What follows belongs to an exercise in optimizing a design on an open flow for small area; a production flow would make more cautious choices. In this exercise RTL edits were held to simulation tests only and were not proved equivalent to the original. Power is estimated from default activity; no workload was simulated.

===== flow/run.sh =====
#!/bin/bash
# synth_recipe.tcl (not shown) runs the flow's synth.tcl, then flattens the netlist and writes it again
# the make line also repeats each setting of config.mk as NAME=value (left out here)
make -C /OpenROAD-flow-scripts/flow DESIGN_CONFIG=/design/flow/config.mk WORK_HOME=/design/flow/orfs CLKGATE_MAP_FILE= SYNTH_SCRIPT=/design/flow/synth_recipe.tcl finish

===== flow/config.mk =====
export PLATFORM = sky130hd
export DESIGN_NAME = top_module
export DESIGN_NICKNAME = top_module
export VERILOG_FILES = /design/flow/design.v
export SDC_FILE = /design/flow/constraint.sdc
export NUM_CORES = 4
export LEC_CHECK = 0
export CAP_MARGIN = 20
export CORE_MARGIN = 2
export CORE_UTILIZATION = 40
export SLEW_MARGIN = 20

===== flow/constraint.sdc =====
create_clock -name core_clock -period 20.0 [get_ports {clk}]
set_input_delay 4.0000 -clock core_clock [delete_from_list [all_inputs] [get_ports {clk}]]
set_output_delay 4.0000 -clock core_clock [all_outputs]
set_load 0.01 [all_outputs]

===== flow/design.v =====
`timescale 1ns / 1ps
module alarm_module(
    input clk,
    input rst,
    input [3:0] d0,
    input [3:0] d1,
    input [3:0] d2,
    input [3:0] d3,
    output reg buzzer
    );
    wire alarm_active;
    assign alarm_active = (d1 == 4'd1);
    always @(posedge clk or posedge rst) begin
        if (rst) begin
            buzzer <= 0;
        end else begin
            if (alarm_active)
                buzzer <= 1;
            else
                buzzer <= 0;
        end
    end
endmodule
`timescale 1ns / 1ps
module button_debounce(
    input clk,
    input rst,
    input btn_in,
    output reg btn_state,
    output wire btn_down
    );
    reg [7:0] count;
    reg btn_sync_0, btn_sync_1;
    always @(posedge clk or posedge rst) begin
        if (rst) begin
            btn_sync_0 <= 0;
            btn_sync_1 <= 0;
        end else begin
        btn_sync_0 <= btn_in;
        btn_sync_1 <= btn_sync_0;
        end
    end
    always @(posedge clk or posedge rst) begin
        if (rst) begin
            btn_state <= 0;
            count <= 0;
        end else
        if (btn_state != btn_sync_1) begin
            count <= count + 1;
            if (count == 200) begin
                btn_state <= btn_sync_1;
                count <= 0;
            end
        end else begin
            count <= 0;
        end
    end
    reg btn_state_prev;
    always @(posedge clk or posedge rst) begin
        if (rst) btn_state_prev <= 0;
        else btn_state_prev <= btn_state;
    end
    assign btn_down = btn_state & ~btn_state_prev;
endmodule
`timescale 1ns / 1ps
module clock_divider(
    input clk,           
    input rst,
    output reg tick_scan,   
    output reg tick_count   
    );
    reg [7:0] cnt_scan;
    reg [9:0] cnt_timer;
    always @(posedge clk or posedge rst) begin
        if (rst) begin
            cnt_scan <= 0;
            tick_scan <= 0;
            cnt_timer <= 0;
            tick_count <= 0;
        end else begin
            if (cnt_scan == 249) begin
                cnt_scan <= 0;
                tick_scan <= 1;
            end else begin
                cnt_scan <= cnt_scan + 1;
                tick_scan <= 0;
            end
            if (cnt_timer == 999) begin
                cnt_timer <= 0;
                tick_count <= 1;
            end else begin
                cnt_timer <= cnt_timer + 1;
                tick_count <= 0;
            end
        end
    end
endmodule
`timescale 1ns / 1ps
module counter_4digit(
    input clk,
    input rst,
    input tick_count,       
    output reg [3:0] dig0,  
    output reg [3:0] dig1,  
    output reg [3:0] dig2,  
    output reg [3:0] dig3   
    );
    always @(posedge clk or posedge rst) begin
        if (rst) begin
            dig0 <= 0;
            dig1 <= 0;
            dig2 <= 0;
            dig3 <= 0;
        end else if (tick_count) begin
            if (dig0 == 9) begin
                dig0 <= 0;
                if (dig1 == 9) begin
                    dig1 <= 0;
                    if (dig2 == 9) begin
                        dig2 <= 0;
                        if (dig3 == 9) begin
                            dig3 <= 0;
                        end else begin
                            dig3 <= dig3 + 1;
                        end
                    end else begin
                        dig2 <= dig2 + 1;
                    end
                end else begin
                    dig1 <= dig1 + 1;
                end
            end else begin
                dig0 <= dig0 + 1;
            end
        end
    end
endmodule
`timescale 1ns / 1ps
module display_scanner(
    input clk,
    input rst,
    input tick_scan,         
    input [3:0] d0,          
    input [3:0] d1,          
    input [3:0] d2,          
    input [3:0] d3,          
    output reg [15:0] shift_data,  
    output reg update_req    
    );
    reg [1:0] scan_idx;      
    reg [7:0] segments;
    reg [7:0] digit_sel;
    reg [3:0] current_hex;
    always @(*) begin
        case(current_hex)
            4'h0: segments = 8'b00111111;  
            4'h1: segments = 8'b00000110;  
            4'h2: segments = 8'b01011011;  
            4'h3: segments = 8'b01001111;  
            4'h4: segments = 8'b01100110;  
            4'h5: segments = 8'b01101101;  
            4'h6: segments = 8'b01111101;  
            4'h7: segments = 8'b00000111;  
            4'h8: segments = 8'b01111111;  
            4'h9: segments = 8'b01101111;  
            default: segments = 8'b00000000;
        endcase
    end
    always @(posedge clk or posedge rst) begin
        if (rst) begin
            scan_idx <= 0;
            update_req <= 0;
            shift_data <= 0;
            current_hex <= 0;
            digit_sel <= 8'b11111111;  
        end else begin
            update_req <= 0;  
            if (tick_scan) begin
                scan_idx <= scan_idx + 1;
                update_req <= 1;  
                case (scan_idx)  
                    2'b00: begin  
                        current_hex <= d0;
                        digit_sel <= 8'b11111110;  
                    end
                    2'b01: begin  
                        current_hex <= d1;
                        digit_sel <= 8'b11111101;
                    end
                    2'b10: begin  
                        current_hex <= d2;
                        digit_sel <= 8'b11111011;
                    end
                    2'b11: begin  
                        current_hex <= d3;
                        digit_sel <= 8'b11110111;  
                    end
                endcase
            end
            shift_data <= {digit_sel, segments};
        end
    end
endmodule
module hc595_driver(
    input wire clk,              
    input wire rst,
    input wire [15:0] data_in,   
    input wire start_send,
    output reg sclk,             
    output reg rclk,             
    output reg dio,              
    output reg busy
    );
    localparam IDLE = 0;
    localparam SHIFT = 1;
    localparam LATCH = 2;
    reg [1:0] state;
    reg [4:0] bit_cnt;           
    reg [15:0] shift_reg;
    reg [3:0] clk_div;  
    always @(posedge clk or posedge rst) begin
        if (rst) begin
            state <= IDLE;
            sclk <= 0;
            rclk <= 0;
            dio <= 0;
            busy <= 0;
            bit_cnt <= 0;
            shift_reg <= 0;
            clk_div <= 0;
        end else begin
            if (state != IDLE) begin
                if (clk_div == 9) clk_div <= 0;  
                else clk_div <= clk_div + 1;
            end else begin
                clk_div <= 0;
            end
            case (state)
                IDLE: begin
                    rclk <= 0;
                    sclk <= 0;
                    busy <= 0;
                    if (start_send) begin
                        shift_reg <= data_in;
                        state <= SHIFT;
                        busy <= 1;
                        bit_cnt <= 0;
                    end
                end
                SHIFT: begin
                    if (clk_div == 5) begin
                        sclk <= 0;
                        dio <= shift_reg[15];  
                    end else if (clk_div == 9) begin
                        sclk <= 1;
                        shift_reg <= {shift_reg[14:0], 1'b0};
                        if (bit_cnt == 15) begin
                            state <= LATCH;
                        end else begin
                            bit_cnt <= bit_cnt + 1;
                        end
                    end
                end
                LATCH: begin
                    if (clk_div == 5) rclk <= 1;
                    else if (clk_div == 9) begin
                        rclk <= 0;
                        state <= IDLE;
                        busy <= 0;
                    end
                end
            endcase
        end
    end
endmodule
module top_module(
    input clk,
    input btn_rst,
    input btn_pause,
    output sclk,
    output rclk,
    output dio,
    output buzzer
    );
    wire rst;
    assign rst = btn_rst;
    wire tick_scan;
    wire tick_count;
    wire [3:0] dig0, dig1, dig2, dig3;
    wire [15:0] shift_data;
    wire update_req;
    reg update_reg_latched;
    wire driver_busy;
    reg running;
    clock_divider u_clk_div (
        .clk(clk),
        .rst(rst),
        .tick_scan(tick_scan),
        .tick_count(tick_count)
    );
    wire count_enable;
    assign count_enable = tick_count & running;
    counter_4digit u_counter (
        .clk(clk),
        .rst(rst),
        .tick_count(count_enable),
        .dig0(dig0),
        .dig1(dig1),
        .dig2(dig2),
        .dig3(dig3)
    );
    display_scanner u_scanner (
        .clk(clk),
        .rst(rst),
        .tick_scan(tick_scan),
        .d0(dig0), .d1(dig1), .d2(dig2), .d3(dig3),
        .shift_data(shift_data),
        .update_req(update_req)
    );
    wire btn_pause_clean;  
    wire btn_pause_press;
    button_debounce u_btn_pause (
        .clk(clk),
        .rst(rst),
        .btn_in(btn_pause),
        .btn_state(),  
        .btn_down(btn_pause_press)
    );
    always @(posedge clk or posedge rst) begin
        if (rst) begin
            running <= 1;  
        end else begin
            if (btn_pause_press) begin
                running <= ~running;
            end
        end
    end
    hc595_driver u_driver (
        .clk(clk),
        .rst(rst),
        .data_in(shift_data),
        .start_send(update_req),  
        .sclk(sclk),
        .rclk(rclk),
        .dio(dio),
        .busy(driver_busy)
    );
    alarm_module u_alarm (
        .clk(clk),
        .rst(rst),
        .d0(dig0), .d1(dig1), .d2(dig2), .d3(dig3),
        .buzzer(buzzer)
    );
endmodule

==> reports/metrics.cfg, run 1 <==
[outcome]
status=no timing/DRC/antenna violations

[yosys]
synth.top_cell.area_share_pct=50.3
ys_ff_latch=103
synth_edf_count=0
yosysUniqueCellTypes=56
synthCells=462
avgSynthCellArea_um2=10.6
synth_top_cell_by_area=dfrtp_1
syn_area_mm2=0.00488
synthFlopType=dfrtp_1
synth_nets=488
yosysSeqAreaShare_pct=53.0
yosys_warnings=7
synthArstFlopShare_pct=100
yosys-top-cells-area=dfrtp_1, ha_1, nor2_1

[timing]
fmax_ghz=0.190
finalMaxSlewViolations=0
setup_viol_count_final=0
final.setup.tns_ns=0
post-route-min-period_ns=5.27
hold_violations=0
finalCritPeriodShare_pct=26.4
rsz0062_at_grt=false
layout_setup_ws_ns=14.73
finalClockSkew_ns=0.00703
fin_hold_ws_ns=0.352

[final_layout]
final_cell_mix=dfrtp_1, nor2_1, inv_1, nand2_1, o21ai_0
final_common_cell=dfrtp_1
nets=490
largest_reg_flops=16
drive_gt1_share_pct=7.89
stdcell_count=616
final_util_pct=45.1
design_area_mm2=0.00540
syn_to_final_growth_pct=10.6
antenna_cells=0

[routing]
routed_wl_mm=7.69
drc=0
drt_iter0_markers=240
vias=3181
dr.pass1.iters=5
viasPerCell=5.16
drt-wirelength-per-cell_um=12.5
ant_nets=0

[setup_path]
cp_max_fo=4
cp_slowest_cell=clkdlybuf4s50_1
required_ns=16.00
worstSetupStartpointType=flop
cp.buffers_inverters=1
critPathTopFamily=buffers and inverters
arrival_ns=1.27
worstPathCellList=clkdlybuf4s50_1
cpPeakStageDelay_ns=0.55
critPathKind=reg -> out
cp-startpoint=u_driver.rclk
r2r-start=u_driver.bit_cnt[0]
endpoint_kind=primary output

[floorplan]
core_mm2=0.0120
die_w_um=114
row_count=40
die_h_um=114
die-area_mm2=0.0131
pin_count=7
start_util_pct=40.8

[cts]
path_clk_slew_ns=0.07
cts.sinks=103
cts_root_buffer=clkbuf_16
cts_hold_buf=0
htreeDepth=3
clk_latency_ns=0.34
cts_resized=0
cts_buffer_depth=2
cts_tree=built
cts_setup_buffers=0
cts_buffers=9

[placement]
place_inst=599
placed_cell_area_mm2=0.00506
place_congestion=0.749
place_hpwl_mm=5.17
io_buffers=6
pre_cts_ws_ns=14.29

[global_route]
overflow=0
grt_pass1_vias=3156
antenna_found_initial=0
grt_pass1_wl_mm=14.1
grt.total_usage_pct=13.3
grt_max_degree=80

[worst_hold_path]
min_from=u_btn_pause.btn_sync_0
hold_class=reg -> reg

[power_and_ir_drop]
p_per_area_mw_per_mm2=73.0
p_leak_nw=2.47
power_mw=0.394
peakVddDrop_mv=0.0465

[run]
max-cap-violations=0

==> area by class of cell <==
class | count | area [um^2]
Fill cell | 1117 | 6570
Timing Repair Buffer | 10 | 110
Inverter | 28 | 108
Sequential cell | 103 | 2580
Multi-Input combinational cell | 312 | 2100
Clock inverter | 6 | 70.1
Clock buffer | 10 | 239
Tap cell | 147 | 184
==> per-layer routing <==
layer	track usage, %	wire length (um)
met5	0	0
met2	22.8	3880
met3	3.55	208
met1	16.0	3440
met4	4.96	148
==> kinds of logic (layout without fill, tap and decap cells) <==
| family | count (synthesis) | after routing | share of synthesized area, % |
|---|---|---|---|
| AND/OR/NAND/NOR | 154 | 154 | 16.8 |
| flip-flops | 103 | 103 | 53.0 |
| AO/OA/AOI/OAI | 85 | 85 | 10.9 |
| buffers and inverters | 47 | 54 | 3.95 |
| XOR/XNOR | 28 | 28 | 5.03 |
| adder cells (fa/ha/maj) | 23 | 23 | 5.90 |
| multiplexers | 21 | 21 | 4.44 |
| other | 1 | 1 | 0.0769 |
==> final timing paths <==
path                                                to  slack (ns)  depth (start not counted)
worst min register to register  u_btn_pause.btn_sync_1        0.35                          0
max in group asynchronous       u_scanner.digit_sel[1]       15.02                          4
worst max register to register     u_driver.bit_cnt[3]       17.94                          6
worst min-delay path            u_btn_pause.btn_sync_1        0.35                          0
min in group asynchronous       u_clk_div.cnt_timer[5]        3.96                          2
worst max-delay path                              rclk       14.73                          1
==> cells in the mapped netlist (all sizes together) (7+ instances only) <==
master	number
buf	8
a22o	7
a21oi	24
xnor2	15
nor2b	12
clkbuf	11
nand2b	7
ha	23
o21ai	27
nor2	45
nand3	21
xor2	13
inv	28
nand2	27
dfrtp	98
mux2i	16
nor3	8
==> where the power goes <==
| group | switching (mW) | total [mW] | internal (mW) |
|---|---|---|---|
| combinational | 0.00506 | 0.00693 | 0.00187 |
| clock | 0.0758 | 0.177 | 0.101 |
| sequential | 0.000761 | 0.210 | 0.209 |
| total | 0.0817 | 0.394 | 0.312 |
==> run 2: changes to the inputs <==
==> flow/design.v (replaced) <==
module top_module(
    input clk,
    input btn_rst,
    input btn_pause,
    output sclk,
    output rclk,
    output dio,
    output buzzer
    );
    wire rst = btn_rst;
    reg [3:0] L;       
    reg [4:0] H;       
    reg [1:0] Q;       
    reg       F;       
    wire l9   = (L == 4'd9);
    wire h24  = (H == 5'd24);
    wire wrap = l9 & h24;
    always @(posedge clk or posedge rst) begin
        if (rst) begin
            L <= 4'd8;
            H <= 5'd24;
            Q <= 2'd3;
            F <= 1'b1;
        end else begin
            L <= l9 ? 4'd0 : L + 4'd1;
            if (l9) H <= h24 ? 5'd0 : H + 5'd1;
            if (wrap) begin
                Q <= Q + 2'd1;
                if (Q == 2'd1) F <= 1'b0;
            end
        end
    end
    wire ctick = ~F & (Q == 2'd3) & h24 & (L == 4'd8);
    wire pupd  = wrap & (Q == 2'd1);
    reg       sync0, sync1, bstate, bprev, running;
    reg [7:0] cnt;     
    wire differ = bstate ^ sync1;
    wire hit    = ~cnt[7] & cnt[4] & ~cnt[3] & cnt[2] & ~cnt[1] & ~cnt[0];
    wire fb     = ~(cnt[7] ^ cnt[4] ^ cnt[3]);
    always @(posedge clk or posedge rst) begin
        if (rst) begin
            sync0 <= 1'b0;
            sync1 <= 1'b0;
            bstate <= 1'b0;
            bprev <= 1'b0;
            running <= 1'b1;
            cnt <= 8'd0;
        end else begin
            sync0 <= btn_pause;
            sync1 <= sync0;
            bprev <= bstate;
            if (bstate & ~bprev) running <= ~running;
            if (differ & hit) bstate <= sync1;
            cnt <= (differ & ~hit) ? {cnt[6:0], fb} : 8'd0;
        end
    end
    reg [3:0] d0, d1, d2, d3;
    reg       cpend;
    wire en = ctick & running;
    wire d0_9 = (d0 == 4'd9);
    wire d1_9 = (d1 == 4'd9);
    always @(posedge clk or posedge rst) begin
        if (rst) begin
            d0 <= 4'd0; d1 <= 4'd0; d2 <= 4'd0; d3 <= 4'd0;
            cpend <= 1'b0;
        end else begin
            if (en) begin
                d0 <= d0_9 ? 4'd0 : d0 + 4'd1;
                if (d0_9) d1 <= d1_9 ? 4'd0 : d1 + 4'd1;
            end
            if (ctick) cpend <= running & d0_9 & d1_9;
            if (pupd & cpend) begin
                d2 <= (d2 == 4'd9) ? 4'd0 : d2 + 4'd1;
                if (d2 == 4'd9) d3 <= (d3 == 4'd9) ? 4'd0 : d3 + 4'd1;
            end
        end
    end
    reg buz;
    always @(posedge clk or posedge rst) begin
        if (rst) buz <= 1'b0;
        else buz <= (d1 == 4'd1);
    end
    assign buzzer = buz;
    wire       active = ~F | Q[0];
    wire [1:0] didx = {~Q[1], Q[0]};
    reg  [3:0] dv;
    always @(*) begin
        case (didx)
            2'd0: dv = d0;
            2'd1: dv = d1;
            2'd2: dv = d2;
            default: dv = d3;
        endcase
    end
    reg [6:0] seg;     
    always @(*) begin
        case (dv)
            4'h0: seg = 7'b0111111;
            4'h1: seg = 7'b0000110;
            4'h2: seg = 7'b1011011;
            4'h3: seg = 7'b1001111;
            4'h4: seg = 7'b1100110;
            4'h5: seg = 7'b1101101;
            4'h6: seg = 7'b1111101;
            4'h7: seg = 7'b0000111;
            4'h8: seg = 7'b1111111;
            4'h9: seg = 7'b1101111;
            default: seg = 7'b0000000;
        endcase
    end
    reg bitv;
    always @(*) begin
        case (H[3:2])
            2'd0: bitv = 1'b1;
            2'd1: bitv = F | (didx != ~H[1:0]);
            2'd2: bitv = (H[1:0] == 2'd0) ? 1'b0 : seg[3'd7 - {1'b0, H[1:0]}];
            default: bitv = seg[3'd3 - {1'b0, H[1:0]}];
        endcase
    end
    reg dio_r;
    always @(posedge clk or posedge rst) begin
        if (rst) dio_r <= 1'b0;
        else if (active & ~H[4] & (L == 4'd5)) dio_r <= bitv;
    end
    assign dio = dio_r;
    assign sclk = active & (((H != 5'd0) & ~H[4] & (L <= 4'd5)) | (H == 5'd16) | ((H == 5'd17) & (L == 4'd0)));
    assign rclk = active & (H == 5'd16) & (L >= 4'd6);
endmodule
==> reports/metrics.cfg, run 2 <==
[yosys]
synthFlopType=dfrtp_1  ; unchanged
synthArstFlopShare_pct=100  ; unchanged
synth.top_cell.area_share_pct=37.3  ; was 50.3%
yosysSeqAreaShare_pct=44.7  ; was 53.0%
yosys_warnings=1  ; was 7
synthCells=247  ; was 462
ys_top_cells_by_count=dfrtp_1, nand2_1, inv_1, o21ai_0, xnor2_1  ; was dfrtp_1, nor2_1, inv_1, nand2_1, o21ai_0
avgSynthCellArea_um2=10.1  ; was 10.6 um^2
synth_nets=260  ; was 488
synth.most_common_cell=dfrtp_1  ; unchanged
ys_ff_latch=44  ; was 103
syn_area_mm2=0.00248  ; was 0.00488 mm^2
synth_edf_count=0  ; unchanged
yosysUniqueCellTypes=57  ; was 56
yosys-top-cells-area=dfrtp_1, dfstp_2, ha_1  ; was dfrtp_1, ha_1, nor2_1
synth_top_cell_by_area=dfrtp_1  ; unchanged

[setup_path]
required_ns=16.00  ; about the same
arrival_ns=2.28  ; was 1.27 ns
cpPeakStageDelay_ns=0.58  ; was 0.55 ns
cp.buffers_inverters=2  ; was 1
critPathKind=reg -> out  ; unchanged
worstSetupStartpointType=flop  ; unchanged
cp_slowest_cell=clkdlybuf4s50_1  ; unchanged
endpoint_kind=primary output  ; unchanged
critPathTopFamily=buffers and inverters  ; unchanged
cp_max_fo=10  ; was 4
worstPathCellList=inv_1, ha_1, nor3b_1, nor4b_1, clkdlybuf4s50_1  ; was clkdlybuf4s50_1

[power_and_ir_drop]
internal_power_mw=0.131  ; was 0.312 mW
p_clk_share_pct=42.4  ; was 44.9%
p_leak_nw=1.18  ; was 2.47 nW
switching_power_mw=0.0384  ; was 0.0817 mW
p_per_area_mw_per_mm2=62.5  ; was 73.0 mW/mm^2
p_comb_share_pct=2.8  ; was 1.8%
peakVddDrop_mv=0.0427  ; was 0.0465 mV
swShare_pct=22.6  ; was 20.7%
seqPwrFrac_pct=54.8  ; was 53.3%

[floorplan]
die-area_mm2=0.00686  ; was 0.0131 mm^2
start_util_pct=41.7  ; was 40.8%
die_h_um=82.8  ; was 114 um
core_mm2=0.00596  ; was 0.0120 mm^2
pin_count=7  ; unchanged
die_w_um=82.8  ; was 114 um
row_count=28  ; was 40

[final_layout]
final_cell_mix=dfrtp_1, nand2_1, inv_1, o21ai_0, xnor2_1  ; was dfrtp_1, nor2_1, inv_1, nand2_1, o21ai_0
drive_gt1_share_pct=11.8  ; was 7.89%
stdcell_count=329  ; was 616
antenna_cells=0  ; unchanged
syn_to_final_growth_pct=9.47  ; was 10.6%
final_common_cell=dfrtp_1  ; unchanged
largest_reg_flops=8  ; was 16
nets=266  ; was 490

[cts]
htreeDepth=2  ; was 3
cts_setup_buffers=0  ; unchanged
cts_buffers=5  ; was 9
clk_latency_ns=0.31  ; was 0.34 ns
cts_hold_buf=0  ; unchanged
cts_root_buffer=clkbuf_8  ; was clkbuf_16
cts_buffer_depth=2  ; unchanged
path_clk_slew_ns=0.09  ; was 0.07 ns
cts.sinks=44  ; was 103
cts_resized=0  ; unchanged
cts_tree=built  ; unchanged

[timing]
finalCritPeriodShare_pct=31.4  ; was 26.4%
fmax_ghz=0.159  ; was 0.190 GHz
setup_viol_count_final=0  ; unchanged
final.setup.tns_ns=0  ; unchanged
finalClockSkew_ns=0.0158  ; was 0.00703 ns
worst_slew_pin_slew_ns=0.557
slew_headroom_pct=62.8
hold_violations=0  ; unchanged
finalMaxSlewViolations=0  ; unchanged
rsz0062_at_grt=false  ; unchanged
post-route-min-period_ns=6.28  ; was 5.27 ns

[routing]
drc=0  ; unchanged
ant_nets=0  ; unchanged
drt_iter0_markers=110  ; was 240
routed_wl_mm=4.53  ; was 7.69 mm
drt-wirelength-per-cell_um=13.8  ; was 12.5 um
viasPerCell=5.37  ; was 5.16
dr.pass1.iters=5  ; unchanged
vias=1767  ; was 3,181

[outcome]
status=no timing/DRC/antenna violations  ; unchanged

[placement]
place_hpwl_mm=3.12  ; was 5.17 mm
place_congestion=0.786  ; was 0.749
io_buffers=6  ; unchanged
place_inst=321  ; was 599

[worst_hold_path]
hold_class=reg -> reg  ; unchanged

[global_route]
grt_max_degree=45  ; was 80
antenna_found_initial=0  ; unchanged
grt_pass1_wl_mm=7.87  ; was 14.1 mm
grt.total_usage_pct=15.0  ; was 13.3%
grt_pass1_vias=1615  ; was 3,156
overflow=0  ; unchanged

[run]
max-cap-violations=0  ; unchanged

[run 2: changes by cell type after synthesis, sizes merged, moves of 8 or more]
| cell | previous run | this run |
|---|---|---|
| dfrtp | 98 | 37 |
| nor2 | 45 | 11 |
| a21oi | 24 | 7 |
| mux2i | 16 | 2 |
| ha | 23 | 10 |
| nand3 | 21 | 9 |
| inv | 28 | 18 |
| o21ai | 27 | 17 |
| xor2 | 13 | 4 |
| clkbuf | 11 | 3 |
[run 2: worst register-to-register path, cell delays in order, from the launching register on]
cell and delay (ns):
dfstp_2 0.59, inv_1 0.09, ha_1 0.24, a222oi_1 0.51, mux2_2 0.33, o21ai_0 0.11
a2111oi_0 0.52, o31ai_1 0.11, a31oi_1 0.14
[run 2: layout make-up]
cell class,instances,area (um^2)
clock buffer,5,68.8
inverter,18,67.6
timing repair buffer,7,67.6
fill,565,3240
clock inverter,3,47.5
sequential,44,1110
tap,75,93.8
multi-input combinational,177,1260
[run 2: worst paths after layout]
path / slack, ns / cells after the start / start / end
setup reg to reg: 17.28 / 8 / Q[0] / dio_r
setup / recovery: 13.72 / 5 / H[0] / rclk
hold reg to reg: 0.36 / 0 / sync0 / sync1
min in group asynchronous: 4.12 / 3 / btn_rst / L[2]
max in group asynchronous: 15.48 / 3 / btn_rst / Q[1]
hold / removal: 0.36 / 0 / sync0 / sync1
[run 2: layer usage]
metal,vias to the layer above,wire length [um],global-route usage (%)
met3,6,159,3.90
met4,0,59,4.43
met1,850,2330,21.7
met5,-,0,0
li1,882,-,-
met2,29,1990,21.9
[run 2: through the flow]
| stage | total power [mW] | hold WS (ns) | instance area, um^2 | utilization, % | worst slack, ns |
|---|---|---|---|---|---|
| after floorplan | 0.0979 | 0.331 | 2480 | - | 14.49 |
| after global placement | 0.0997 | 0.332 | 2600 | 43.7 | 14.11 |
| after detailed placement | 0.0998 | 0.337 | 2600 | 43.7 | 14.06 |
| after CTS | 0.172 | 0.360 | 2720 | 45.7 | 13.72 |
| after global routing | 0.176 | 0.372 | 2720 | 45.7 | 13.54 |
| final | 0.170 | 0.356 | 2720 | 45.7 | 13.72 |
[run 2: power groups by stage]
stage / clock network, mW / logic (mW) / registers, mW
4_1_cts: 0.0735 / 0.00503 / 0.0931
2_1_floorplan: 0 / 0.00350 / 0.0944
5_1_grt: 0.0772 / 0.00556 / 0.0935
3_5_place_dp: 0 / 0.00512 / 0.0947
6_report: 0.0721 / 0.00477 / 0.0931
3_3_place_gp: 0 / 0.00496 / 0.0947
[run 2: logic make-up (layout without fill, tap and decap cells)]
group                      after synthesis  after routing  synth area share, %
xor gates and xnor gates                16             16                 5.64
AOI/OAI and AO/OA                       52             52                 14.2
muxes                                    7              7                 3.22
and+or+nand+nor                         92             92                 22.8
buffers and inverters                   26             33                 4.43
DFF                                     44             44                 44.7
adders and majority gates               10             10                 5.04
==> run 3: changes to the inputs <==
--- a/flow/design.v
+++ b/flow/design.v
@@ -8,21 +8,26 @@
     output buzzer
     );
     wire rst = btn_rst;
-    reg [3:0] L;       
+    reg [4:0] J;       
     reg [4:0] H;       
     reg [1:0] Q;       
     reg       F;       
-    wire l9   = (L == 4'd9);
+    wire l5   = J[4] & J[0];
+    wire l8   = J[4] & J[3] & ~J[2];
+    wire l9   = J[4] & ~J[3];
+    wire l01  = ~J[4] & ~J[1];
+    wire lle5 = ~J[4] | J[0];    
+    wire l0   = ~J[4] & ~J[0];
     wire h24  = (H == 5'd24);
     wire wrap = l9 & h24;
     always @(posedge clk or posedge rst) begin
         if (rst) begin
-            L <= 4'd8;
+            J <= 5'b11000;   
             H <= 5'd24;
             Q <= 2'd3;
             F <= 1'b1;
         end else begin
-            L <= l9 ? 4'd0 : L + 4'd1;
+            J <= {J[3:0], ~J[4]};
             if (l9) H <= h24 ? 5'd0 : H + 5'd1;
             if (wrap) begin
                 Q <= Q + 2'd1;
@@ -30,8 +35,9 @@
             end
         end
     end
-    wire ctick = ~F & (Q == 2'd3) & h24 & (L == 4'd8);
-    wire pupd  = wrap & (Q == 2'd1);
+    wire ctick = ~F & (Q == 2'd3) & h24 & l8;
+    wire t1    = (Q == 2'd3) & h24 & l9;
+    wire tp    = (Q == 2'd2) & (H == 5'd0) & l01;
     reg       sync0, sync1, bstate, bprev, running;
     reg [7:0] cnt;     
     wire differ = bstate ^ sync1;
@@ -54,42 +60,36 @@
             cnt <= (differ & ~hit) ? {cnt[6:0], fb} : 8'd0;
         end
     end
-    reg [3:0] d0, d1, d2, d3;
-    reg       cpend;
-    wire en = ctick & running;
-    wire d0_9 = (d0 == 4'd9);
-    wire d1_9 = (d1 == 4'd9);
+    reg [3:0] r0, r1, r2, r3;
+    reg       c;       
+    wire      nine = (r0 == 4'd9);
+    wire      inc  = ctick ? running : ((t1 | tp) & c);
+    wire [3:0] g   = inc ? (nine ? 4'd0 : r0 + 4'd1) : r0;
     always @(posedge clk or posedge rst) begin
         if (rst) begin
-            d0 <= 4'd0; d1 <= 4'd0; d2 <= 4'd0; d3 <= 4'd0;
-            cpend <= 1'b0;
+            r0 <= 4'd0; r1 <= 4'd0; r2 <= 4'd0; r3 <= 4'd0;
+            c <= 1'b0;
         end else begin
-            if (en) begin
-                d0 <= d0_9 ? 4'd0 : d0 + 4'd1;
-                if (d0_9) d1 <= d1_9 ? 4'd0 : d1 + 4'd1;
-            end
-            if (ctick) cpend <= running & d0_9 & d1_9;
-            if (pupd & cpend) begin
-                d2 <= (d2 == 4'd9) ? 4'd0 : d2 + 4'd1;
-                if (d2 == 4'd9) d3 <= (d3 == 4'd9) ? 4'd0 : d3 + 4'd1;
-            end
+            r0 <= r1; r1 <= r2; r2 <= r3; r3 <= g;
+            if (ctick | t1 | tp) c <= inc & nine;
         end
     end
     reg buz;
     always @(posedge clk or posedge rst) begin
         if (rst) buz <= 1'b0;
-        else buz <= (d1 == 4'd1);
+        else if (t1) buz <= (g == 4'd1);
     end
     assign buzzer = buz;
     wire       active = ~F | Q[0];
-    wire [1:0] didx = {~Q[1], Q[0]};
+    wire [1:0] didx = {~Q[1], Q[0]};           
+    wire [1:0] pos  = {~Q[1] ^ H[0], ~Q[0]};   
     reg  [3:0] dv;
     always @(*) begin
-        case (didx)
-            2'd0: dv = d0;
-            2'd1: dv = d1;
-            2'd2: dv = d2;
-            default: dv = d3;
+        case (pos)
+            2'd0: dv = r0;
+            2'd1: dv = r1;
+            2'd2: dv = r2;
+            default: dv = r3;
         endcase
     end
     reg [6:0] seg;     
@@ -120,9 +120,9 @@
     reg dio_r;
     always @(posedge clk or posedge rst) begin
         if (rst) dio_r <= 1'b0;
-        else if (active & ~H[4] & (L == 4'd5)) dio_r <= bitv;
+        else if (active & ~H[4] & l5) dio_r <= bitv;
     end
     assign dio = dio_r;
-    assign sclk = active & (((H != 5'd0) & ~H[4] & (L <= 4'd5)) | (H == 5'd16) | ((H == 5'd17) & (L == 4'd0)));
-    assign rclk = active & (H == 5'd16) & (L >= 4'd6);
+    assign sclk = active & (((H != 5'd0) & ~H[4] & lle5) | (H == 5'd16) | ((H == 5'd17) & l0));
+    assign rclk = active & (H == 5'd16) & ~lle5;
 endmodule
==> reports/metrics.cfg, run 3 <==
[outcome]
status=no timing/DRC/antenna violations  ; unchanged

[final_layout]
drive_gt1_share_pct=12.7  ; was 11.8%
design_area_mm2=0.00232  ; was 0.00272 mm^2
largest_reg_flops=8  ; unchanged
antenna_cells=0  ; unchanged
final_common_cell=dfrtp_1  ; unchanged
syn_to_final_growth_pct=9.25  ; was 9.47%
final_cell_mix=dfrtp_1, nor2_1, nand2_1, o21ai_0, inv_1  ; was dfrtp_1, nand2_1, inv_1, o21ai_0, xnor2_1
final_util_pct=45.4  ; was 45.7%
nets=208  ; was 266

[cts]
cts.sinks=45  ; was 44
cts_root_buffer=clkbuf_8  ; unchanged
path_clk_slew_ns=0.08  ; was 0.09 ns
cts_buffer_depth=2  ; unchanged
htreeDepth=2  ; unchanged
cts_tree=built  ; unchanged
cts_hold_buf=0  ; unchanged
cts_setup_buffers=0  ; unchanged
clk_latency_ns=0.29  ; was 0.31 ns
cts_resized=0  ; unchanged
cts_buffers=5  ; unchanged

[worst_hold_path]
hold_path_end=sync1  ; unchanged
hold_class=reg -> reg  ; unchanged
min_from=sync0  ; unchanged
hold_depth=0  ; unchanged

[setup_path]
critPathKind=reg -> out  ; unchanged
required_ns=16.00  ; about the same
rr_worst_depth=9  ; was 8
r2r-end=dio_r  ; unchanged
cpPeakStageDelay_ns=0.60  ; was 0.58 ns
cp_max_fo=11  ; was 10
arrival_ns=2.26  ; was 2.28 ns
worstSetupStartpointType=flop  ; unchanged
rrSetupSlack_ns=16.99  ; was 17.28 ns
endpoint_kind=primary output  ; unchanged
cp_slowest_cell=dfrtp_1  ; was clkdlybuf4s50_1
worstPathCellList=inv_1, ha_1, a21o_1, a32oi_1, a21oi_1, clkdlybuf4s50_1  ; was inv_1, ha_1, nor3b_1, nor4b_1, clkdlybuf4s50_1
r2r-start=H[0]  ; was Q[0]

[yosys]
synth.top_cell.area_share_pct=43.6  ; was 37.3%
syn_area_mm2=0.00212  ; was 0.00248 mm^2
synthCells=188  ; was 247
yosys_warnings=1  ; unchanged
synth_nets=200  ; was 260
ys_ff_latch=45  ; was 44
yosysSeqAreaShare_pct=53.5  ; was 44.7%
synthArstFlopShare_pct=100  ; unchanged
yosys-top-cells-area=dfrtp_1, dfstp_2, ha_1  ; unchanged
synth.most_common_cell=dfrtp_1  ; unchanged
yosysUniqueCellTypes=45  ; was 57
synth_top_cell_by_area=dfrtp_1  ; unchanged
avgSynthCellArea_um2=11.3  ; was 10.1 um^2
synthFlopType=dfrtp_1  ; unchanged
synth_edf_count=0  ; unchanged
ys_top_cells_by_count=dfrtp_1, nor2_1, nand2_1, o21ai_0, inv_1  ; was dfrtp_1, nand2_1, inv_1, o21ai_0, xnor2_1

[placement]
placed_cell_area_mm2=0.00224  ; was 0.00260 mm^2
place_hpwl_mm=2.65  ; was 3.12 mm
io_buffers=6  ; unchanged
place_congestion=0.800  ; was 0.786

[power_and_ir_drop]
power_mw=0.152  ; was 0.170 mW
peakVddDrop_mv=0.0404  ; was 0.0427 mV
p_leak_nw=1.05  ; was 1.18 nW
p_per_area_mw_per_mm2=65.6  ; was 62.5 mW/mm^2

[timing]
setup_viol_count_final=0  ; unchanged
final.setup.tns_ns=0  ; unchanged
rsz0062_at_grt=false  ; unchanged
worst_slew_pin_slew_ns=0.550  ; was 0.557 ns
post-route-min-period_ns=6.26  ; was 6.28 ns
finalClockSkew_ns=0.00507  ; was 0.0158 ns
hold_violations=0  ; unchanged
finalMaxSlewViolations=0  ; unchanged
fmax_ghz=0.160  ; was 0.159 GHz
slew_headroom_pct=63.3  ; was 62.8%
finalCritPeriodShare_pct=31.3  ; was 31.4%

[routing]
ant_nets=0  ; unchanged
drt_iter0_markers=82  ; was 110
drt-wirelength-per-cell_um=13.7  ; was 13.8 um
drc=0  ; unchanged
vias=1385  ; was 1,767
dr.pass1.iters=4  ; was 5
routed_wl_mm=3.67  ; was 4.53 mm
viasPerCell=5.19  ; was 5.37

[floorplan]
die_h_um=76.9  ; was 82.8 um
die_w_um=76.9  ; was 82.8 um
pin_count=7  ; unchanged
row_count=26  ; was 28
die-area_mm2=0.00591  ; was 0.00686 mm^2
start_util_pct=41.6  ; was 41.7%
core_mm2=0.00511  ; was 0.00596 mm^2

[global_route]
grt_max_degree=46  ; was 45
antenna_found_initial=0  ; unchanged
grt_pass1_wl_mm=6.51  ; was 7.87 mm
grt.total_usage_pct=13.8  ; was 15.0%
overflow=0  ; unchanged
grt_pass1_vias=1358  ; was 1,615

[run]
max-cap-violations=0  ; unchanged

## run 3: changes by cell type after synthesis, sizes merged, moves of 4 or more
cell	delta
a21oi	-5
a222oi	-4
and3	+5
inv	-7
nand2	-12
nor2b	-5
nor3	-5
o21ai	-4
xnor2	-8
## run 3: logic make-up (layout without fill, tap and decap cells)
kind of cell / count (synthesis) / count (layout) / share of synthesized area [%]
and+or+nand+nor: 66 / 66 / 16.4
adders and majority gates: 9 / 9 / 5.30
buffers and inverters: 18 / 27 / 4.06
DFF: 45 / 45 / 53.5
muxes: 8 / 8 / 6.18
AOI/OAI and AO/OA: 34 / 34 / 10.9
xor gates and xnor gates: 8 / 8 / 3.65
## run 3: report_power, final
| group | total [mW] | switching [mW] | internal [mW] |
|---|---|---|---|
| sequential | 0.0952 | 0.00138 | 0.0938 |
| clock | 0.0524 | 0.0282 | 0.0242 |
| combinational | 0.00455 | 0.00265 | 0.00191 |
| total | 0.152 | 0.0322 | 0.120 |
## run 3: metrics by stage
step | cells | setup WS (ns) | hold slack [ns]
after floorplan | 188 | 14.76 | 0.331
after global placement | 259 | 14.12 | 0.341
after detailed placement | 259 | 14.08 | 0.339
after CTS | 267 | 13.74 | 0.357
after global routing | 267 | 13.57 | 0.372
final | 267 | 13.74 | 0.354
## run 3: layer usage
metal  global-route usage [%]  up-vias  share of wire [%]
met5                        0        -                  0
met4                     5.27        0               0.98
met3                     3.29        4                2.7
met2                     20.0       16                 45
met1                     19.9      687                 51
li1                         -      678                  -
## run 3: worst max-delay path by stage
stage / endpoint / slack, ns / depth (start not counted) / start
after global placement: sclk / 14.12 / 6 / H[0]
after CTS: sclk / 13.74 / 6 / H[0]
final: sclk / 13.74 / 6 / H[0]
after detailed placement: sclk / 14.08 / 6 / H[0]
after floorplan: sclk / 14.76 / 6 / H[0]
after global routing: sclk / 13.57 / 6 / H[0]
## run 3: critical path, delay by kind of cell (launching register included)
kind	cells	cell delay, ns
AOI/OAI and AO/OA	3	0.40
DFF	1	0.60
adders and majority gates	1	0.29
buffers and inverters	2	0.67
## run 3: layout make-up
cell class / count / area [um^2]
inverter: 12 / 45.0
clock buffer: 6 / 72.6
tap: 70 / 87.6
fill: 464 / 2790
timing repair buffer: 7 / 67.6
multi-input combinational: 125 / 902
clock inverter: 2 / 10.0
sequential: 45 / 1140
==> run 4: changes to the inputs <==
--- a/flow/design.v
+++ b/flow/design.v
@@ -18,7 +18,7 @@
     wire l01  = ~J[4] & ~J[1];
     wire lle5 = ~J[4] | J[0];    
     wire l0   = ~J[4] & ~J[0];
-    wire h24  = (H == 5'd24);
+    wire h24  = H[4] & H[3];     
     wire wrap = l9 & h24;
     always @(posedge clk or posedge rst) begin
         if (rst) begin
@@ -28,11 +28,14 @@
             F <= 1'b1;
         end else begin
             J <= {J[3:0], ~J[4]};
-            if (l9) H <= h24 ? 5'd0 : H + 5'd1;
-            if (wrap) begin
-                Q <= Q + 2'd1;
-                if (Q == 2'd1) F <= 1'b0;
-            end
+            H[0] <= H[0] ^ (l9 & ~h24);
+            H[1] <= H[1] ^ (l9 & H[0]);
+            H[2] <= H[2] ^ (l9 & H[0] & H[1]);
+            H[3] <= H[3] ^ (l9 & ((H[0] & H[1] & H[2]) | h24));
+            H[4] <= H[4] ^ (l9 & ((H[0] & H[1] & H[2] & H[3]) | h24));
+            Q[0] <= Q[0] ^ wrap;
+            Q[1] <= Q[1] ^ (wrap & Q[0]);
+            if (wrap & (Q == 2'd1)) F <= 1'b0;
         end
     end
     wire ctick = ~F & (Q == 2'd3) & h24 & l8;
@@ -62,9 +65,13 @@
     end
     reg [3:0] r0, r1, r2, r3;
     reg       c;       
-    wire      nine = (r0 == 4'd9);
+    wire      nine = r0[3] & r0[0];    
     wire      inc  = ctick ? running : ((t1 | tp) & c);
-    wire [3:0] g   = inc ? (nine ? 4'd0 : r0 + 4'd1) : r0;
+    wire [3:0] g;
+    assign g[0] = r0[0] ^ inc;
+    assign g[1] = r0[1] ^ (inc & r0[0] & ~r0[3]);
+    assign g[2] = r0[2] ^ (inc & r0[0] & r0[1]);
+    assign g[3] = r0[3] ^ (inc & r0[0] & (r0[3] | (r0[2] & r0[1])));
     always @(posedge clk or posedge rst) begin
         if (rst) begin
             r0 <= 4'd0; r1 <= 4'd0; r2 <= 4'd0; r3 <= 4'd0;
--- a/flow/config.mk
+++ b/flow/config.mk
@@ -8,4 +8,6 @@
 export CAP_MARGIN = 20
 export CORE_MARGIN = 2
 export CORE_UTILIZATION = 40
+export CTS_CLUSTER_DIAMETER = 500
+export CTS_CLUSTER_SIZE = 50
 export SLEW_MARGIN = 20
==> reports/metrics.cfg, run 4 <==
[final_layout]
antenna_cells=0  ; unchanged
ff_latch_area_mm2=0.00114  ; unchanged
largest_reg_flops=8  ; unchanged
nets=186  ; was 208
syn_to_final_growth_pct=11.4  ; was 9.25%
stdcell_count=245  ; was 267
final_cell_mix=dfrtp_1, nand2_1, inv_1, and2_1, dfstp_2  ; was dfrtp_1, nor2_1, nand2_1, o21ai_0, inv_1
fillers=450  ; was 464
drive_gt1_share_pct=14.6  ; was 12.7%
final_common_cell=dfrtp_1  ; unchanged
multiInputGateArea_um2=791  ; was 902 um^2

[yosys]
synth_edf_count=0  ; unchanged
syn_area_mm2=0.00199  ; was 0.00212 mm^2
ys_top_cells_by_count=dfrtp_1, nand2_1, inv_1, and2_1, dfstp_2  ; was dfrtp_1, nor2_1, nand2_1, o21ai_0, inv_1
yosys-top-cells-area=dfrtp_1, dfstp_2, mux4_2  ; was dfrtp_1, dfstp_2, ha_1
yosysUniqueCellTypes=40  ; was 45
synth.most_common_cell=dfrtp_1  ; unchanged
yosys_warnings=1  ; unchanged
avgSynthCellArea_um2=11.9  ; was 11.3 um^2
synthCells=167  ; was 188
synthFlopType=dfrtp_1  ; unchanged
synthArstFlopShare_pct=100  ; unchanged
synth_top_cell_by_area=dfrtp_1  ; unchanged
yosysSeqAreaShare_pct=57.0  ; was 53.5%
synth.top_cell.area_share_pct=46.5  ; was 43.6%
ys_ff_latch=45  ; unchanged
synth_nets=176  ; was 200

[setup_path]
r2r-start=H[3]  ; was H[0]
endpoint_kind=primary output  ; unchanged
required_ns=16.00  ; about the same
cp_max_fo=11  ; unchanged
critPathKind=reg -> out  ; unchanged
rrSetupSlack_ns=17.28  ; was 16.99 ns
worstSetupStartpointType=flop  ; unchanged
rr_worst_depth=11  ; was 9
arrival_ns=2.15  ; was 2.26 ns
cp-startpoint=H[0]  ; unchanged
r2r-end=buz  ; was dio_r

[cts]
htreeDepth=2  ; unchanged
cts.sinks=45  ; unchanged
cts_hold_buf=0  ; unchanged
path_clk_slew_ns=0.08  ; about the same
cts_buffer_depth=2  ; unchanged
cts_root_buffer=clkbuf_8  ; unchanged
clk_latency_ns=0.29  ; about the same
cts_tree=built  ; unchanged
cts_resized=0  ; unchanged
cts_buffers=5  ; unchanged
cts_setup_buffers=0  ; unchanged

[timing]
post-route-min-period_ns=6.15  ; was 6.26 ns
finalMaxSlewViolations=0  ; unchanged
fmax_ghz=0.163  ; was 0.160 GHz
slew_headroom_pct=63.4  ; was 63.3%
finalCritPeriodShare_pct=30.7  ; was 31.3%
rsz0062_at_grt=false  ; unchanged
hold_violations=0  ; unchanged
setup_viol_count_final=0  ; unchanged
worst_slew_pin_slew_ns=0.548  ; was 0.550 ns
finalClockSkew_ns=0.00806  ; was 0.00507 ns
final.setup.tns_ns=0  ; unchanged

[routing]
ant_nets=0  ; unchanged
dr.pass1.iters=4  ; unchanged
drc=0  ; unchanged
drt-wirelength-per-cell_um=13.6  ; was 13.7 um
drt_iter0_markers=51  ; was 82
viasPerCell=5.10  ; was 5.19
routed_wl_mm=3.34  ; was 3.67 mm
vias=1250  ; was 1,385

[placement]
place_hpwl_mm=2.42  ; was 2.65 mm
place_congestion=0.785  ; was 0.800
place_inst=237  ; was 259
io_buffers=6  ; unchanged

[floorplan]
row_count=25  ; was 26
pin_count=7  ; unchanged
die_w_um=74.6  ; was 76.9 um
start_util_pct=41.9  ; was 41.6%
die-area_mm2=0.00556  ; was 0.00591 mm^2
core_mm2=0.00475  ; was 0.00511 mm^2
die_h_um=74.6  ; was 76.9 um

[global_route]
grt_max_degree=46  ; unchanged
antenna_found_initial=0  ; unchanged
grt_pass1_vias=1201  ; was 1,358
grt_pass1_wl_mm=5.76  ; was 6.51 mm
overflow=0  ; unchanged
grt.total_usage_pct=13.9  ; was 13.8%

[worst_hold_path]
hold_depth=0  ; unchanged
min_from=sync0  ; unchanged
hold_class=reg -> reg  ; unchanged
hold_path_end=sync1  ; unchanged

[power_and_ir_drop]
p_leak_nw=0.997  ; was 1.05 nW
peakVddDrop_mv=0.0378  ; was 0.0404 mV
p_per_area_mw_per_mm2=71.8  ; was 65.6 mW/mm^2

[run]
max-cap-violations=0  ; unchanged

[outcome]
status=no timing/DRC/antenna violations  ; unchanged

[run 4: changes by cell type in the layout (fill, tap and decap cells not counted), moves of 3 or more]
cell and delta:
nor3_1 +3, and3_1 -4, o21ai_0 -6, a21o_1 -3, xor2_1 +3, nand2_1 +7, nor2_1 -8, nand3_1 -5
mux4_2 +4, ha_1 -3, and2_1 +4
[run 4: power breakdown]
group	leakage, nW	switching (mW)	internal (mW)
clock network	0.0542	0.0283	0.0312
registers	0.581	0.00130	0.0938
logic	0.362	0.00268	0.00200
total	0.997	0.0323	0.127
[run 4: layout make-up]
type / instances / area share, %
Multi-Input combinational cell: 107 / 35.6
Tap cell: 67 / 3.77
Clock buffer: 7 / 4.34
Timing Repair Buffer: 7 / 3.04
Inverter: 11 / 1.86
Clock inverter: 1 / 0.225
Sequential cell: 45 / 51.2
[run 4: stage by stage]
step | power [mW] | worst slack (ns) | instance area [um^2] | hold slack [ns] | utilization, %
2_1_floorplan | 0.100 | 14.68 | 1990 | 0.331 | -
3_3_place_gp | 0.101 | 14.23 | 2120 | 0.341 | 44.6
3_5_place_dp | 0.102 | 14.18 | 2120 | 0.339 | 44.6
4_1_cts | 0.162 | 13.85 | 2220 | 0.360 | 46.7
5_1_grt | 0.167 | 13.70 | 2220 | 0.373 | 46.7
6_report | 0.159 | 13.85 | 2220 | 0.357 | 46.7
[run 4: how the worst max path moves through the flow]
stage	cells past startpoint	slack [ns]	to
6_report	3	13.85	rclk
5_1_grt	3	13.70	rclk
4_1_cts	3	13.85	rclk
3_5_place_dp	3	14.18	rclk
3_3_place_gp	3	14.23	rclk
2_1_floorplan	5	14.68	sclk
[run 4: kinds of logic (layout without fill, tap and decap cells)]
group,after synthesis,after routing,share of synthesized area [%]
AOI/OAI and AO/OA,22,22,8.16
and+or+nand+nor,62,62,16.4
buffers and inverters,15,26,3.33
muxes,6,6,5.59
adders and majority gates,6,6,3.77
DFF,45,45,57.0
xor gates and xnor gates,11,11,5.78
[run 4: per-layer routing]
| layer | GRT usage, % | up-vias | wire length, um |
|---|---|---|---|
| li1 | - | 597 | - |
| met1 | 18.8 | 624 | 1620 |
| met2 | 21.2 | 23 | 1560 |
| met3 | 2.98 | 6 | 86 |
| met4 | 6.75 | 0 | 68 |
| met5 | 0 | - | 0 |
[run 4: worst max-delay path, stage by stage, from the launching register on]
cell and delay [ns]:
dfrtp_1 0.55, nor4_1 0.52, and4b_1 0.26, clkdlybuf4s50_1 0.53
==> run 5: changes to the inputs <==
--- a/flow/config.mk
+++ b/flow/config.mk
@@ -8,6 +8,4 @@
 export CAP_MARGIN = 20
 export CORE_MARGIN = 2
 export CORE_UTILIZATION = 40
-export CTS_CLUSTER_DIAMETER = 500
-export CTS_CLUSTER_SIZE = 50
 export SLEW_MARGIN = 20
==> reports/metrics.cfg, run 5 <==
[final_layout]
ff_latch_area_mm2=0.00114  ; unchanged
final_common_cell=dfrtp_1  ; unchanged
largest_reg_flops=8  ; unchanged
nets=186  ; unchanged
antenna_cells=0  ; unchanged
syn_to_final_growth_pct=11.4  ; unchanged
final_cell_mix=dfrtp_1, nand2_1, inv_1, and2_1, dfstp_2  ; unchanged
drive_gt1_share_pct=14.6  ; unchanged
multiInputGateArea_um2=791  ; unchanged
fillers=450  ; unchanged
final_util_pct=46.7  ; unchanged

[setup_path]
crit_cells=3  ; unchanged
rr_worst_depth=11  ; unchanged
critPathTopFamily=simple AND/OR/NAND/NOR gates  ; unchanged
cp_slowest_cell=dfrtp_1  ; unchanged
critPathKind=reg -> out  ; unchanged
cp_max_fo=11  ; unchanged
required_ns=16.00  ; about the same
worstPathCellList=nor4_1, and4b_1, clkdlybuf4s50_1  ; unchanged
endpoint_kind=primary output  ; unchanged
cp.buffers_inverters=1  ; unchanged
worstSetupStartpointType=flop  ; unchanged
arrival_ns=2.15  ; about the same
cpPeakStageDelay_ns=0.55  ; about the same
cp-startpoint=H[0]  ; unchanged
r2r-start=H[3]  ; unchanged

[routing]
routed_wl_mm=3.34  ; unchanged
dr.pass1.iters=4  ; unchanged
ant_nets=0  ; unchanged
drt_iter0_markers=51  ; unchanged
vias=1250  ; unchanged
viasPerCell=5.10  ; unchanged
drc=0  ; unchanged
drt-wirelength-per-cell_um=13.6  ; unchanged

[yosys]
yosysSeqAreaShare_pct=57.0  ; unchanged
synth_nets=176  ; unchanged
ys_ff_latch=45  ; unchanged
avgSynthCellArea_um2=11.9  ; unchanged
yosys_warnings=1  ; unchanged
synthCells=167  ; unchanged
synth_top_cell_by_area=dfrtp_1  ; unchanged
synth.top_cell.area_share_pct=46.5  ; unchanged
yosys-top-cells-area=dfrtp_1, dfstp_2, mux4_2  ; unchanged
syn_area_mm2=0.00199  ; unchanged
yosysUniqueCellTypes=40  ; unchanged
synth_edf_count=0  ; unchanged
synthFlopType=dfrtp_1  ; unchanged
ys_top_cells_by_count=dfrtp_1, nand2_1, inv_1, and2_1, dfstp_2  ; unchanged
synthArstFlopShare_pct=100  ; unchanged
synth.most_common_cell=dfrtp_1  ; unchanged

[global_route]
grt_pass1_wl_mm=5.76  ; unchanged
overflow=0  ; unchanged
grt.total_usage_pct=13.9  ; unchanged
antenna_found_initial=0  ; unchanged
grt_pass1_vias=1201  ; unchanged
grt_max_degree=46  ; unchanged

[timing]
setup_viol_count_final=0  ; unchanged
rsz0062_at_grt=false  ; unchanged
final.setup.tns_ns=0  ; unchanged
slew_headroom_pct=63.4  ; unchanged
finalClockSkew_ns=0.00806  ; unchanged
worst_slew_pin_slew_ns=0.548  ; unchanged
fmax_ghz=0.163  ; unchanged
finalCritPeriodShare_pct=30.7  ; unchanged
post-route-min-period_ns=6.15  ; unchanged
hold_violations=0  ; unchanged
finalMaxSlewViolations=0  ; unchanged

[cts]
cts_setup_buffers=0  ; unchanged
clk_latency_ns=0.29  ; about the same
cts_resized=0  ; unchanged
cts_root_buffer=clkbuf_8  ; unchanged
cts_buffers=5  ; unchanged
cts.sinks=45  ; unchanged
cts_hold_buf=0  ; unchanged
cts_tree=built  ; unchanged
cts_buffer_depth=2  ; unchanged
htreeDepth=2  ; unchanged
path_clk_slew_ns=0.08  ; about the same

[floorplan]
start_util_pct=41.9  ; unchanged
die_h_um=74.6  ; unchanged
core_mm2=0.00475  ; unchanged
die_w_um=74.6  ; unchanged
die-area_mm2=0.00556  ; unchanged
pin_count=7  ; unchanged
row_count=25  ; unchanged

[power_and_ir_drop]
p_per_area_mw_per_mm2=71.8  ; unchanged
peakVddDrop_mv=0.0378  ; unchanged
power_mw=0.159  ; unchanged
p_leak_nw=0.997  ; unchanged

[worst_hold_path]
hold_depth=0  ; unchanged
min_from=sync0  ; unchanged
hold_class=reg -> reg  ; unchanged

[placement]
io_buffers=6  ; unchanged
place_hpwl_mm=2.42  ; unchanged
place_congestion=0.785  ; unchanged

[run]
max-cap-violations=0  ; unchanged

[outcome]
status=no timing/DRC/antenna violations  ; unchanged

## run 5: kinds of logic (layout without fill, tap and decap cells)
group | Yosys count | count (layout) | share of synthesized area, %
AO/OA/AOI/OAI | 22 | 22 | 8.16
XOR/XNOR | 11 | 11 | 5.78
adder cells (fa/ha/maj) | 6 | 6 | 3.77
buffers and inverters | 15 | 26 | 3.33
flip-flops | 45 | 45 | 57.0
multiplexers | 6 | 6 | 5.59
AND/OR/NAND/NOR | 62 | 62 | 16.4
## run 5: per-layer routing
metal	up-vias	share of wire, %	track usage [%]
met3	6	2.6	2.98
met4	0	2.0	6.75
met5	-	0	0
li1	597	-	-
met1	624	48	18.8
met2	23	47	21.2
## run 5: final cells by class
| cell class | count | area share [%] |
|---|---|---|
| Clock buffer | 7 | 4.34 |
| Clock inverter | 1 | 0.225 |
| Inverter | 11 | 1.86 |
| Multi-Input combinational cell | 107 | 35.6 |
| Sequential cell | 45 | 51.2 |
| Tap cell | 67 | 3.77 |
| Timing Repair Buffer | 7 | 3.04 |
## run 5: metrics by stage
step           hold slack [ns]  worst slack (ns)  instances  instance area (um^2)
2_1_floorplan            0.331             14.68        167                  1990
3_3_place_gp             0.341             14.23        237                  2120
3_5_place_dp             0.339             14.18        237                  2120
4_1_cts                  0.360             13.85        245                  2220
5_1_grt                  0.373             13.70        245                  2220
6_report                 0.357             13.85        245                  2220
## run 5: final timing paths
kind | end | slack, ns
max in group asynchronous | Q[0] | 15.46
max | rclk | 13.85
min in group asynchronous | r1[3] | 4.14
min reg2reg | sync1 | 0.36
max reg2reg | buz | 17.28
min | sync1 | 0.36
## run 5: worst reg2reg max path: cells and delay by family, from the launching register on
kind / cells / cell delay [ns]
AOI/OAI and AO/OA: 2 / 0.43
xor gates and xnor gates: 1 / 0.14
adders and majority gates: 1 / 0.21
DFF: 1 / 0.62
and+or+nand+nor: 7 / 1.20
## run 5: report_power, final
part	leakage, nW	internal (mW)	switching [mW]
clock	0.0542	0.0312	0.0283
combinational	0.362	0.00200	0.00268
sequential	0.581	0.0938	0.00130
total	0.997	0.127	0.0323
==> run 6: changes to the inputs <==
--- a/flow/config.mk
+++ b/flow/config.mk
@@ -7,5 +7,6 @@
 export LEC_CHECK = 0
 export CAP_MARGIN = 20
 export CORE_MARGIN = 2
-export CORE_UTILIZATION = 40
+export CORE_UTILIZATION = 70
+export CTS_BUF_LIST = sky130_fd_sc_hd__clkbuf_8
 export SLEW_MARGIN = 20
==> reports/metrics.cfg, run 6 <==
[timing]
fmax_ghz=0.161  ; was 0.163 GHz
finalCritPeriodShare_pct=31.1  ; was 30.7%
slew_headroom_pct=63.9  ; was 63.4%
hold_violations=0  ; unchanged
rsz0062_at_grt=false  ; unchanged
fin_hold_ws_ns=0.370  ; was 0.357 ns
finalClockSkew_ns=0.00511  ; was 0.00806 ns
final.setup.tns_ns=0  ; unchanged
post-route-min-period_ns=6.22  ; was 6.15 ns
finalMaxSlewViolations=0  ; unchanged
setup_viol_count_final=0  ; unchanged
worst_slew_pin_slew_ns=0.536  ; was 0.548 ns

[floorplan]
start_util_pct=72.9  ; was 41.9%
die_h_um=57.4  ; was 74.6 um
die_w_um=57.4  ; was 74.6 um
row_count=19  ; was 25
die-area_mm2=0.00329  ; was 0.00556 mm^2
core_mm2=0.00273  ; was 0.00475 mm^2
pin_count=7  ; unchanged

[routing]
vias=1261  ; was 1,250
routed_wl_mm=3.53  ; was 3.34 mm
drc=0  ; unchanged
drt_iter0_markers=86  ; was 51
ant_nets=0  ; unchanged
drt-wirelength-per-cell_um=16.9  ; was 13.6 um
dr.pass1.iters=5  ; was 4
viasPerCell=6.03  ; was 5.10

[power_and_ir_drop]
switching_power_mw=0.0335  ; was 0.0323 mW
p_comb_share_pct=3.2  ; was 2.9%
p_leak_nw=0.994  ; was 0.997 nW
seqPwrFrac_pct=62.2  ; was 59.7%
p_per_area_mw_per_mm2=70.9  ; was 71.8 mW/mm^2
internal_power_mw=0.120  ; was 0.127 mW
p_clk_share_pct=34.6  ; was 37.4%
swShare_pct=21.9  ; was 20.3%
peakVddDrop_mv=0.0865  ; was 0.0378 mV

[final_layout]
design_area_mm2=0.00216  ; was 0.00222 mm^2
largest_reg_flops=8  ; unchanged
stdcell_count=209  ; was 245
antenna_cells=0  ; unchanged
final_util_pct=78.9  ; was 46.7%
syn_to_final_growth_pct=8.29  ; was 11.4%
final_common_cell=dfrtp_1  ; unchanged
final_cell_mix=dfrtp_1, nand2_1, inv_1, and2_1, dfstp_2  ; unchanged
nets=186  ; unchanged
drive_gt1_share_pct=13.5  ; was 14.6%

[yosys]
syn_area_mm2=0.00199  ; unchanged
synth_nets=176  ; unchanged
synthFlopType=dfrtp_1  ; unchanged
ys_ff_latch=45  ; unchanged
synthArstFlopShare_pct=100  ; unchanged
yosysSeqAreaShare_pct=57.0  ; unchanged
synth.top_cell.area_share_pct=46.5  ; unchanged
synth_top_cell_by_area=dfrtp_1  ; unchanged
synth_edf_count=0  ; unchanged
yosysUniqueCellTypes=40  ; unchanged
yosys_warnings=1  ; unchanged
yosys-top-cells-area=dfrtp_1, dfstp_2, mux4_2  ; unchanged
avgSynthCellArea_um2=11.9  ; unchanged
synth.most_common_cell=dfrtp_1  ; unchanged
ys_top_cells_by_count=dfrtp_1, nand2_1, inv_1, and2_1, dfstp_2  ; unchanged
synthCells=167  ; unchanged

[placement]
place_inst=201  ; was 237
place_congestion=0.927  ; was 0.785
place_hpwl_mm=2.54  ; was 2.42 mm
placed_cell_area_mm2=0.00207  ; was 0.00212 mm^2
io_buffers=6  ; unchanged

[setup_path]
arrival_ns=2.22  ; was 2.15 ns
endpoint_kind=primary output  ; unchanged
critPathTopFamily=simple AND/OR/NAND/NOR gates  ; unchanged
critPathKind=reg -> out  ; unchanged
cp.buffers_inverters=1  ; unchanged
r2r-start=Q[0]  ; was H[3]
cpPeakStageDelay_ns=0.57  ; was 0.55 ns
worstSetupStartpointType=flop  ; unchanged
rr_worst_depth=10  ; was 11
worstPathCellList=nor4_1, and4b_1, clkdlybuf4s50_1  ; unchanged
r2r-end=buz  ; unchanged
cp_slowest_cell=nor4_1  ; was dfrtp_1
required_ns=16.00  ; about the same
rrSetupSlack_ns=17.27  ; was 17.28 ns
cp_max_fo=11  ; unchanged

[global_route]
overflow=0  ; unchanged
grt_pass1_wl_mm=6.12  ; was 5.76 mm
grt.total_usage_pct=24.7  ; was 13.9%
grt_pass1_vias=1319  ; was 1,201
antenna_found_initial=0  ; unchanged
grt_max_degree=46  ; unchanged

[cts]
clk_latency_ns=0.29  ; about the same
cts_buffers=5  ; unchanged
htreeDepth=2  ; unchanged
cts_resized=0  ; unchanged
cts_hold_buf=0  ; unchanged
cts_tree=built  ; unchanged
cts_buffer_depth=2  ; unchanged
cts_setup_buffers=0  ; unchanged
cts.sinks=45  ; unchanged
path_clk_slew_ns=0.08  ; about the same
cts_root_buffer=clkbuf_8  ; unchanged

[worst_hold_path]
hold_class=reg -> reg  ; unchanged
min_from=sync0  ; unchanged
hold_path_end=sync1  ; unchanged
hold_depth=0  ; unchanged

[outcome]
status=no timing/DRC/antenna violations  ; unchanged

[run]
max-cap-violations=0  ; unchanged

run 6: power by group through the flow:
stage,clock network (mW),registers [mW],logic [mW]
2_1_floorplan,0,0.0965,0.00352
3_3_place_gp,0,0.0967,0.00466
3_5_place_dp,0,0.0969,0.00501
4_1_cts,0.0537,0.0951,0.00507
5_1_grt,0.0572,0.0954,0.00562
6_report,0.0529,0.0951,0.00495
run 6: stage by stage:
step                setup slack, ns  power, mW
floorplan                     14.68      0.100
global placement              14.25      0.101
detailed placement            14.13      0.102
CTS                           13.81      0.154
global route                  13.57      0.158
finish                        13.78      0.153
run 6: how the worst max path moves through the flow:
stage	slack, ns	from	end	cells past startpoint
3_3_place_gp	14.25	H[0]	rclk	3
5_1_grt	13.57	H[0]	sclk	5
3_5_place_dp	14.13	H[0]	rclk	3
2_1_floorplan	14.68	H[0]	sclk	5
4_1_cts	13.81	H[0]	rclk	3
6_report	13.78	H[0]	rclk	3
run 6: metal layers:
metal  track usage, %  wire [um]  vias to the layer above
li1                 -          -                      596
met1             33.9       1610                      616
met2             39.3       1740                       39
met3             6.12        120                       10
met4             8.31         61                        0
met5                0          0                        -
run 6: cells by family (layout without fill, tap and decap cells):
| kind of cell | count (synthesis) | after routing | synth area share, % |
|---|---|---|---|
| and+or+nand+nor | 62 | 62 | 16.4 |
| DFF | 45 | 45 | 57.0 |
| adders and majority gates | 6 | 6 | 3.77 |
| muxes | 6 | 6 | 5.59 |
| xor gates and xnor gates | 11 | 11 | 5.78 |
| buffers and inverters | 15 | 26 | 3.33 |
| AOI/OAI and AO/OA | 22 | 22 | 8.16 |
run 6: cell type report:
cell class | count | area [um^2]
clock buffer | 5 | 68.8
clock inverter | 3 | 15.0
fill | 177 | 576
inverter | 11 | 41.3
multi-input combinational | 107 | 791
sequential | 45 | 1140
tap | 31 | 38.8
timing repair buffer | 7 | 67.6

==> port drivers added, routing unchanged <==
Ports are ideal in the flow. The routed layouts listed here were re-timed in OpenROAD. Step 1, drivers: a clkbuf_16 drives clk and a buf_2 each remaining input, both assumed. Step 2 times the ports against the registers' clock, not the clock port: input delays grow and output delays shrink by t, the midpoint of the rising clock arrivals with the driver on. Slacks: ideal ports / drivers / drivers and shift; pairs: ideal ports / drivers.
run	t, ns	setup slack, ns	worst hold slack (ns)
run 1	0.376	14.725 / 14.686 / 14.659	0.352 / 0.352 / 0.352
run 2	0.323	13.720 / 13.696 / 14.019	0.356 / 0.356 / 0.356
run 3	0.311	13.743 / 13.718 / 14.029	0.354 / 0.354 / 0.354
run 4	0.311	13.850 / 13.823 / 14.134	0.357 / 0.357 / 0.357
run 5	0.311	13.850 / 13.823 / 14.134	0.357 / 0.357 / 0.357
run 6	0.310	13.775 / 13.753 / 14.063	0.370 / 0.370 / 0.370
After both steps setup and hold are still met in every run listed. The setup slack of run 1, which loses most, moves by -0.039 ns with the drivers and by -0.066 ns with both steps. Setup slack includes reset recovery checks.
